This design comes from an exercise in tuning for small area and a short achievable clock period on the open sky130 flow, not from production work.
At most, simulation tests tie the RTL to the original design; equivalence was not proved.
Power and IR drop assume default switching activity.

Design alu_top, start of the top module:
module alu_top(clk, instruction, regA, regB, result, flags);
input clk;
input [31:0] instruction, regA, regB;
output [31:0] result;
output [2:0] flags;
wire [31:0] p_d, g_d;
wire        cin_d, sh_d, sl_d, sr_d, beq_d;
wire [3:0]  fctl_d;
reg  [31:0] p_q, g_q;
reg         cin_q, sh_q, sl_q, sr_q, beq_q;
reg  [3:0]  fctl_q;
reg  [31:0] result_q;
reg  [2:0]  flags_q;
wire [31:0] result_d;
wire [2:0]  flags_d;
alu_pre u_pre(.instruction(instruction), .regA(regA), .regB(regB),
              .p(p_d), .g(g_d), .cin(cin_d), .sh(sh_d), .sl(sl_d), .sr(sr_d),
              .fctl(fctl_d), .beq(beq_d));
alu u_alu(.p(p_q), .g(g_q), .cin(cin_q), .sh(sh_q), .sl(sl_q), .sr(sr_q),
          .fctl(fctl_q), .beq(beq_q), .result(result_d), .flags(flags_d));
always @(posedge clk) begin
    p_q <= p_d;
    g_q <= g_d;
    cin_q <= cin_d;
    sh_q <= sh_d;
    sl_q <= sl_d;
    sr_q <= sr_d;
    fctl_q <= fctl_d;
    beq_q <= beq_d;
    result_q <= result_d;
    flags_q <= flags_d;
end
assign result = result_q;
assign flags = flags_q;
endmodule
export LEC_CHECK = 0
export CAP_MARGIN = 20
export CORE_MARGIN = 2
export CORE_UTILIZATION = 40
export SETUP_SLACK_MARGIN = 2.7
export SLEW_MARGIN = 20
create_clock -name core_clock -period 6.0 [get_ports {clk}]
standard.sh (not shown) runs the stock make flow with config.mk's settings and CLKGATE_MAP_FILE= SYNTH_SCRIPT=/design/flow/synth_recipe.tcl, a recipe that flattens the netlist after the stock synthesis.
==> flow/flow/run.sh <==
#!/bin/bash
# Standard ORFS layout, with plain buffers on the ports instead of the
# delay-cell buffers buffer_ports picks by default.
set -euo pipefail
bash standard.sh 'BUFFER_PORTS_ARGS=-buffer_cell sky130_fd_sc_hd__buf_2' finish > standard.log 2>&1
Then changed:
SETUP_SLACK_MARGIN = unset   (was 2.7)
Sequential cell count stays the same. Wire length goes down by 2.2%. Worst setup slack is worse by 0.76 ns. Total power falls by 3.4%. Fmax decreases by 19%. Clock power drops by 6.3%. Clock skew hardly moves. Combinational power decreases by 5.3%. Synthesized area does not change. Final cell count is lower by 2.4%. Non-clock buffer count drops by 39.

* * *

alpha:
Another version of the RTL of alu_top (not shown whole).
Size: roughly 110 flip-flops, ~130 I/O pins, roughly 10000 um^2 of cells after synthesis.
clock: 6.0 ns
lec_check: 0
abc_area: 1
cap_margin: 20
core_margin: 2
core_utilization: 40
setup_slack_margin: 3.5
slew_margin: 20
tns_end_percent: 5
==> flow/flow/run.sh <==
#!/bin/bash
# Standard ORFS layout, with plain buffers on the ports instead of the
# delay-cell buffers buffer_ports picks by default, and timing repair free
# to change a cell's footprint.
set -euo pipefail
bash standard.sh 'BUFFER_PORTS_ARGS=-buffer_cell sky130_fd_sc_hd__buf_1' MATCH_CELL_FOOTPRINT=0 finish > standard.log 2>&1
--- input diff alpha..beta ---
- changing SETUP_SLACK_MARGIN from 3.5 to 3.0
- removing ABC_AREA (formerly 1)
[summary]
- In the flow results for beta and alpha, the area enclosed by the die boundary is larger on alpha.
- Initial standard-cell utilization of the core (higher): beta
- alpha has a higher total of plain and repair buffers excluding clock buffers than beta.
- alpha vs beta, most common cell after layout, fill and taps aside: nand2_1 vs mux2i_1
- When beta is measured against alpha, its met2 wire length turns out about 28% lower.

* * *

## wip/maple
The RTL this note starts from:
==> flow/design.v <==
module alu_pre(instruction, regA, regB, p, g, sh, sl, sr, fctl, beq);
input  [31:0] instruction, regA, regB;
output [31:0] p;           
output [31:0] g;           
output        sh;          
output        sl, sr;      
output [3:0]  fctl;        
output        beq;         
function [4:0] neg5(input [4:0] x);   
    neg5 = {x[4] ^ (|x[3:0]), x[3] ^ (|x[2:0]), x[2] ^ (|x[1:0]),
            x[1] ^ x[0], x[0]};
endfunction
wire [5:0] op = instruction[31:26];
wire [5:0] fn = instruction[5:0];
wire       rsz = (instruction[25:21] == 5'b0);
wire r = (op == 6'b000000);
wire r_add  = r & (fn == 6'b100000);
wire r_addu = r & (fn == 6'b100001);
wire r_sub  = r & (fn == 6'b100010);
wire r_subu = r & (fn == 6'b100011);
wire r_and  = r & (fn == 6'b100100);
wire r_or   = r & (fn == 6'b100101);
wire r_xor  = r & (fn == 6'b100110);
wire r_nor  = r & (fn == 6'b100111);
wire r_slt  = r & (fn == 6'b101010);
wire r_sltu = r & (fn == 6'b101011);
wire r_sll  = r & (fn == 6'b000000);
wire r_srl  = r & (fn == 6'b000010 || fn == 6'b000011);
wire r_sllv = r & (fn == 6'b000100);
wire r_srlv = r & (fn == 6'b000110 || fn == 6'b000111);
wire i_addi  = (op == 6'b001000);
wire i_addiu = (op == 6'b001001);
wire i_andi  = (op == 6'b001100);
wire i_ori   = (op == 6'b001101);
wire i_xori  = (op == 6'b001110);
wire i_beq   = (op == 6'b000100) | (op == 6'b000101);
wire i_slti  = (op == 6'b001010);
wire i_sltiu = (op == 6'b001011);
wire i_mem   = (op == 6'b100011) | (op == 6'b101011);
wire sub   = r_sub | r_subu | r_slt | r_sltu | i_beq | i_slti | i_sltiu;
wire add   = r_add | r_addu | i_addi | i_addiu | i_mem;
wire simm  = i_addi | i_slti | i_mem;
wire l_and = r_and | i_andi;
wire l_or  = r_or | i_ori;
wire l_xor = r_xor | i_xori;
wire shl   = r_sll | r_sllv;
wire shr   = r_srl | r_srlv;
wire shc   = r_sll | r_srl;
wire [31:0] imm = {{16{simm & instruction[15]}}, instruction[15:0]};
wire        rr = r | i_beq;                     
wire [31:0] u = (rr | rsz) ? regA : regB;
wire [31:0] v = rr ? regB : imm;
wire       big   = rsz ? (|regA[31:5]) : (|regB[31:5]);
wire       shz   = (r_sllv | r_srlv) & big;       
wire [3:0] fp = ({4{add}}   & 4'b0110) | ({4{sub}}   & 4'b1001)
              | ({4{l_and}} & 4'b1000) | ({4{l_or}}  & 4'b1110)
              | ({4{l_xor}} & 4'b0110) | ({4{r_nor}} & 4'b0001)
              | ({4{shl | shr}} & 4'b1010);
wire [3:0] fg = ({4{add}} & 4'b1000) | ({4{sub}} & 4'b0100);
wire [3:0] fp0 = sub ? 4'b0110 : fp;
wire [3:0] fg0 = sub ? 4'b1101 : fg;
wire       sw = rr & ~rsz;
wire [3:0] tp = sw ? {fp[3], fp[1], fp[2], fp[0]} : fp;
wire [3:0] tg = sw ? {fg[3], fg[1], fg[2], fg[0]} : fg;
wire [3:0] tp0 = sw ? {fp0[3], fp0[1], fp0[2], fp0[0]} : fp0;
wire [3:0] tg0 = sw ? {fg0[3], fg0[1], fg0[2], fg0[0]} : fg0;
wire [4:0] sh_c = shl ? instruction[10:6] : neg5(instruction[10:6]);
wire [4:0] sh_a = shc ? sh_c : shl ? regA[4:0] : neg5(regA[4:0]);
wire [4:0] sh_b = shc ? sh_c : shl ? regB[4:0] : neg5(regB[4:0]);
wire [4:0] ra   = rsz ? sh_a : sh_b;
genvar i;
generate for (i = 0; i < 32; i = i + 1) begin : bt
    if (i == 0) begin : z
        assign p[i] = tp0[{u[i], v[i]}];
        assign g[i] = tg0[{u[i], v[i]}];
    end else if (i >= 27) begin : a
        assign p[i] = tp[{u[i], v[i]}];
        assign g[i] = (shl | shr) ? ra[i-27] : tg[{u[i], v[i]}];
    end else begin : n
        assign p[i] = tp[{u[i], v[i]}];
        assign g[i] = tg[{u[i], v[i]}];
    end
end endgenerate
assign sh = shl | shr;
assign sl = shl & ~shz;
assign sr = shr & ~shz;
wire ab31 = regA[31] ^ regB[31];
assign fctl = {(r_add & ~ab31) | (r_sub & ab31) | i_addi,
               i_addi ? instruction[15] : (rsz ? regA[31] : regB[31]),
               r_slt | i_slti, r_sltu | i_sltiu};
assign beq = i_beq;
endmodule
module alu(p, g, sh, sl, sr, fctl, beq, result, flags);
input  [31:0] p, g;
input         sh, sl, sr;
input  [3:0]  fctl;
input         beq;
output [31:0] result;
output [2:0]  flags;
wire [31:0] gg [0:5];
wire [31:0] pp [0:5];
assign gg[0] = g;
assign pp[0] = p;
genvar i, l;
generate for (l = 0; l < 5; l = l + 1) begin : lvl
    for (i = 0; i < 32; i = i + 1) begin : bt
        if (i >= (1 << l)) begin : m
            assign gg[l+1][i] = gg[l][i] | (pp[l][i] & gg[l][i - (1 << l)]);
            assign pp[l+1][i] = pp[l][i] & pp[l][i - (1 << l)];
        end else begin : k
            assign gg[l+1][i] = gg[l][i];
            assign pp[l+1][i] = pp[l][i];
        end
    end
end endgenerate
wire [32:0] c = {gg[5], 1'b0};           
wire [31:0] sum = p ^ c[31:0];
wire [4:0]  ra = g[31:27];
wire [31:0] y0 = ra[4] ? {p[15:0], p[31:16]} : p;
wire [31:0] y1 = ra[3] ? {y0[23:0], y0[31:24]} : y0;
wire [31:0] y2 = ra[2] ? {y1[27:0], y1[31:28]} : y1;
wire [31:0] y3 = ra[1] ? {y2[29:0], y2[31:30]} : y2;
wire [31:0] y  = ra[0] ? {y3[30:0], y3[31]} : y3;
wire        rz = (ra == 5'd0);
wire [31:0] keep;
generate for (i = 0; i < 32; i = i + 1) begin : mk
    assign keep[i] = sl ? (i >= ra) : (sr & ((i < ra) | rz));
end endgenerate
assign result = sh ? (y & keep) : sum;
assign flags = {beq & (&p[31:1]) & ~p[0], (fctl[1] & sum[31]) | (fctl[0] & ~c[32]),
                fctl[3] & (c[31] ^ fctl[2])};
endmodule
module alu_top(clk, instruction, regA, regB, result, flags);
input clk;
input [31:0] instruction, regA, regB;
output [31:0] result;
output [2:0] flags;
wire [31:0] p_d, g_d;
wire        sh_d, sl_d, sr_d, beq_d;
wire [3:0]  fctl_d;
reg  [31:0] p_q, g_q;
reg         sh_q, sl_q, sr_q, beq_q;
reg  [3:0]  fctl_q;
reg  [31:0] result_q;
reg  [2:0]  flags_q;
wire [31:0] result_d;
wire [2:0]  flags_d;
alu_pre u_pre(.instruction(instruction), .regA(regA), .regB(regB),
              .p(p_d), .g(g_d), .sh(sh_d), .sl(sl_d), .sr(sr_d),
              .fctl(fctl_d), .beq(beq_d));
alu u_alu(.p(p_q), .g(g_q), .sh(sh_q), .sl(sl_q), .sr(sr_q),
          .fctl(fctl_q), .beq(beq_q), .result(result_d), .flags(flags_d));
always @(posedge clk) begin
    p_q <= p_d;
    g_q <= g_d;
    sh_q <= sh_d;
    sl_q <= sl_d;
    sr_q <= sr_d;
    fctl_q <= fctl_d;
    beq_q <= beq_d;
    result_q <= result_d;
    flags_q <= flags_d;
end
assign result = result_q;
assign flags = flags_q;
endmodule
export LEC_CHECK = 0
export CAP_MARGIN = 20
export CORE_MARGIN = 2
export CORE_UTILIZATION = 40
export SETUP_SLACK_MARGIN = 3.0
export SLEW_MARGIN = 20
export TNS_END_PERCENT = 5
create_clock -name core_clock -period 6.0 [get_ports {clk}]
==> flow/flow/run.sh <==
#!/bin/bash
# Standard ORFS layout, with plain buffers on the ports instead of the
# delay-cell buffers buffer_ports picks by default, and timing repair free
# to change a cell's footprint.
set -euo pipefail
bash standard.sh 'BUFFER_PORTS_ARGS=-buffer_cell sky130_fd_sc_hd__buf_2' MATCH_CELL_FOOTPRINT=0 finish > standard.log 2>&1
No stage failed in wip/maple, and the final checks on the layout all came back clean.
The following lists how wip/fjord was set up differently from wip/maple:
-- flow/config.mk --
<<< wip/maple, line 13
export TNS_END_PERCENT = 5
>>> wip/fjord, line 13
==> notes.md <==
For the final setup slack of the worst path, wip/fjord came in 0.031 ns higher than wip/maple did.
Wire: wip/fjord routes more than wip/maple
Cmp wip/fjord vs wip/maple: met1 track utilization from global routing higher in wip/fjord
wip/fjord — number of nets in the layout 10 higher, wip/maple as reference
Of wip/fjord and wip/maple, it is wip/fjord that has the higher fraction of final layout cells with drive strength greater than 1.
wip/fjord did not stop at any stage, and its layout met the timing, design-rule and antenna checks.
What wip/raven does differently from wip/fjord at the input level:
-- flow/config.mk --
<<< wip/fjord, line 10
export CORE_UTILIZATION = 40
>>> wip/raven, line 10
export CORE_UTILIZATION = 30
==> comparison <==
Result: PASS for each of wip/fjord and wip/raven. Final critical-path share of the clock period: wip/raven vs wip/fjord down 0.72 points. wip/raven drops more vias than wip/fjord. The final net count was comparable across wip/fjord and wip/raven. In wip/raven, the critical path depth came out 1 below the value in wip/fjord. Total track usage in wip/raven is 5.1 points below wip/fjord.
No functional check of the RTL was part of any run of this note.

## separate check: timing with driven ports
Ports are ideal in the flow. The routed layouts listed here were re-timed in OpenROAD.
Step 1, drivers: a clkbuf_16 drives clk and a buf_2 each remaining input, both assumed.
Step 2, shift: input delay + t, output delay - t, t = (earliest + latest rising clock arrival at the registers) / 2. This alone moves slack from input paths to output paths.
Slacks: ideal ports / drivers / drivers and shift; pairs: ideal ports / drivers.
| run | shift t [ns] | setup WS [ns] | worst setup path after step 2 | clock arrival spread, ns | worst register clock-pin slew, ns |
|---|---|---|---|---|---|
| the first run of note 1 | 0.405 | 2.709 / 2.734 / 2.329 | input to register | 0.012 / 0.012 | 0.08 / 0.08 |
| the second run of note 1 | 0.401 | 1.951 / 1.977 / 1.575 | input to register | 0.012 / 0.011 | 0.08 / 0.08 |
| alpha | 0.411 | 3.392 / 3.422 / 3.011 | input to register | 0.013 / 0.013 | 0.08 / 0.08 |
| beta | 0.403 | 2.764 / 2.770 / 2.367 | input to register | 0.016 / 0.016 | 0.08 / 0.08 |
| wip/maple | 0.406 | 2.870 / 2.878 / 2.472 | input to register | 0.013 / 0.012 | 0.08 / 0.08 |
| wip/fjord | 0.401 | 2.902 / 2.905 / 2.504 | input to register | 0.014 / 0.013 | 0.08 / 0.08 |
| wip/raven | 0.408 | 2.945 / 2.948 / 2.540 | input to register | 0.012 / 0.012 | 0.08 / 0.08 |
After both steps setup and hold are still met in every run listed. For wip/raven, which loses most, drivers alone change the setup slack by +0.003 ns; drivers and shift together by -0.405 ns.
